From an optimization exercise on the open Yosys and OpenROAD flow, aimed at small area; shortcuts taken in it are not production practice. Only simulation tests tie the RTL to the original design; equivalence was not proved. The flow treats the clock pin as an ideal source, which a real chip does not have.

==> flow/design.v (excerpt) <==
module cordic_pipeline_rtl( clock, reset, ce, angle_in, sin_out, cos_out, valid_out );
input clock, reset, ce;
input signed [11:0] angle_in;
output signed [11:0] sin_out, cos_out;
output valid_out;
reg [3:0] valid_cnt;
always @(posedge clock)
  if (reset == 1'b0) valid_cnt <= 4'd15;
  else if (ce && valid_cnt != 4'd0) valid_cnt <= valid_cnt - 4'd1;
assign valid_out = (valid_cnt == 4'd0);
wire sg_1 = angle_in[11];
wire [10:0] u_2 = angle_in[10:0] ^ {11{sg_1}};
wire e_3 = (u_2 >= 11'd804);
wire e_4 = e_3 ? (u_2 >= 11'd1279) : (u_2 >= 11'd329);
wire e_5 = e_3 ? (e_4 ? (u_2 >= 11'd1530) : (u_2 >= 11'd1028)) : (e_4 ? (u_2 >= 11'd580) : (u_2 >= 11'd78));
wire [13:0] E_6 = {sg_1, e_3, e_4, e_5, u_2[9:0]};
reg [13:0] l1_e;
wire [10:0] d_7;
wire [9:0] k_8 = (l1_e[12] ? (l1_e[11] ? (l1_e[10] ? 10'h207 : 10'h305) : (l1_e[10] ? 10'h3fd : 10'hfb)) : (l1_e[11] ? (l1_e[10] ? 10'h1bd : 10'h2bb) : (l1_e[10] ? 10'h3b3 : 10'hb1)));
wire [9:0] w_9 = l1_e[9:0] + k_8;
wire [6:0] sv_10 = (|w_9[9:8]) ? 7'd127 : w_9[7:1];
assign d_7[0] = ~l1_e[13];
assign d_7[1] = l1_e[12] ^ l1_e[13];
assign d_7[2] = l1_e[11] ^ l1_e[13];
assign d_7[3] = l1_e[10] ^ l1_e[13];
assign d_7[4] = sv_10[6] ^ l1_e[13];
assign d_7[5] = sv_10[5] ^ l1_e[13];
assign d_7[6] = sv_10[4] ^ l1_e[13];
assign d_7[7] = sv_10[3] ^ l1_e[13];
assign d_7[8] = sv_10[2] ^ l1_e[13];
assign d_7[9] = sv_10[1] ^ l1_e[13];
assign d_7[10] = sv_10[0] ^ l1_e[13];
reg [10:0] l2_d;
reg [10:0] l3_d;
reg [10:0] l4_d;
reg [10:0] l5_d;
reg [10:0] l6_d;
reg [10:0] l7_d;
reg [10:0] l8_d;
reg [10:0] l9_d;
  ...
==> flow/config.mk <==
export PLATFORM = sky130hd
export DESIGN_NAME = cordic_pipeline_rtl
export DESIGN_NICKNAME = cordic_pipeline_rtl
export VERILOG_FILES = /design/flow/design.v
export SDC_FILE = /design/flow/constraint.sdc
export NUM_CORES = 4
export LEC_CHECK = 0
export CAP_MARGIN = 0
export CORE_MARGIN = 2
export CORE_UTILIZATION = 65
export CTS_CLUSTER_DIAMETER = 100
export CTS_CLUSTER_SIZE = 30
export GPL_TIMING_DRIVEN = 1
export PLACE_DENSITY = 0.7
export SETUP_SLACK_MARGIN = 0.1
export SLEW_MARGIN = 0
==> flow/constraint.sdc <==
create_clock -name core_clock -period 4.5 [get_ports {clock}]
set_input_delay 0.9000 -clock core_clock [delete_from_list [all_inputs] [get_ports {clock}]]
set_output_delay 0.9000 -clock core_clock [all_outputs]
set_load 0.01 [all_outputs]
standard.sh (not shown) runs the stock make flow with config.mk's settings and CLKGATE_MAP_FILE= SYNTH_SCRIPT=/design/flow/synth_recipe.tcl, a recipe that flattens the netlist after the stock synthesis.
==> flow/flow/run.sh <==
#!/bin/bash
# Own layout flow: the standard flow (standard.sh) with three changes:
#  1. the port buffers use the smallest buffer cell (buf_1);
#  2. after the standard synthesis, the combinational cells other than full adders are
#     mapped again by Yosys/ABC for area, with a few ABC scripts; registers and their
#     names are untouched;
#  3. full adders are flipped in polarity (FA(~a,~b,~c) = ~FA(a,b,c)) where that
#     removes inverters without adding any.
# Every rewritten netlist is checked against the standard synthesis's netlist by
# bit-parallel random simulation of every register input and every output port; the
# smallest checked netlist whose worst slack (ideal clock, no wires) is at least 0.25 ns
# (a margin for wires) is laid out; if none qualifies, the standard netlist is used.
set -uo pipefail
export PYTHONHASHSEED=0
export BUFFER_PORTS_ARGS="-buffer_cell sky130_fd_sc_hd__buf_1"
# the layout runs on one thread so that it is reproducible
sed 's/^make -C \(.*\) "\${@:-finish}"$/make -C \1 NUM_CORES=1 "${@:-finish}"/' standard.sh > standard1.sh
grep -q "NUM_CORES=1" standard1.sh || cp standard.sh standard1.sh
RES="$PWD/orfs/results/sky130hd/cordic_pipeline_rtl/base"
bash standard.sh "$RES/1_2_yosys.v" > standard_synth.log 2>&1 || exit 1
cp "$RES/1_2_yosys.v" "$PWD/netlist_standard.v"
BEST="$PWD/netlist_standard.v"; BESTAREA=""
for S in default flow/abc_*.abc; do
  N=$(basename "$S" .abc)
  ARG=""; [ "$S" != default ] && ARG="-script $PWD/$S"
  mkdir -p "remap_$N"
  if python3 flow/remap.py "$PWD/netlist_standard.v" "$PWD/remap_$N/remap.v" "$PWD/remap_$N" "$ARG" > "remap_$N/remap.log" 2>&1 \
     && python3 flow/fixinv.py "$PWD/remap_$N/remap.v" "$PWD/remap_$N/fixinv.v" > "remap_$N/fixinv.log" 2>&1 \
     && python3 flow/simcheck.py "$PWD/netlist_standard.v" "$PWD/remap_$N/fixinv.v" > "remap_$N/simcheck.log" 2>&1; then
    NETLIST="$PWD/remap_$N/fixinv.v" openroad -no_init -exit flow/sta.tcl > "remap_$N/sta.log" 2>&1
    WNS=$(grep -oE "^WNS \S+" "remap_$N/sta.log" | awk '{print $2}')
    AREA=$(python3 flow/area.py "$PWD/remap_$N/fixinv.v")
    echo "$N area $AREA wns $WNS" >> choose.log
    if [ -n "$WNS" ] && python3 -c "import sys; sys.exit(0 if float('$WNS') >= 0.25 and ('$BESTAREA'=='' or float('$AREA') < float('$BESTAREA')) else 1)"; then
      BEST="$PWD/remap_$N/fixinv.v"; BESTAREA=$AREA
    fi
  else
    echo "$N failed" >> choose.log
  fi
done
echo "chosen: $BEST" >> choose.log
cp "$BEST" "$RES/1_2_yosys.v"
bash standard1.sh > standard_layout.log 2>&1
Other scripts of this flow, unchanged in this note and not shown: flow/flow/abc_s3.abc, flow/flow/abc_s5.abc, flow/flow/abc_s6.abc, flow/flow/abc_s8.abc, flow/flow/abc_s9.abc, flow/flow/area.py, flow/flow/fixinv.py, flow/flow/remap.py, flow/flow/simcheck.py, flow/flow/sta.tcl
Then changed:
CORE_UTILIZATION = 75   (was 65)
PLACE_DENSITY = 0.8   (was 0.7)
This time the run completed and failed the layout checks on setup timing.
Count of clock-buffer cells in the layout does not change.
Via count grows by 4.4%.
Setup slack is worse by 0.27 ns.

==> port drivers added, routing unchanged <==
In the flow no input, the clock included, has a driving cell. The finished layouts below were timed again as built, in two steps. Step 1 (the two cells are an assumption about what drives the block):
set clk [get_ports {clock}]
set_driving_cell -lib_cell sky130_fd_sc_hd__clkbuf_16 $clk
set_driving_cell -lib_cell sky130_fd_sc_hd__buf_2 [delete_from_list [all_inputs] $clk]
Step 2 also shifts input and output timing later by t, the mid clock arrival at the registers, as if the neighbouring blocks saw the same clock. Three values: no drivers, after step 1, after step 2; two values: the first two.
run | t, ns | slack for setup (ns) | hold slack, ns
the first run | 0.526 | 0.243 / 0.243 / 0.243 | 0.426 / 0.426 / 0.426
the second run | 0.521 | -0.026 / -0.026 / -0.026 | 0.420 / 0.420 / 0.420
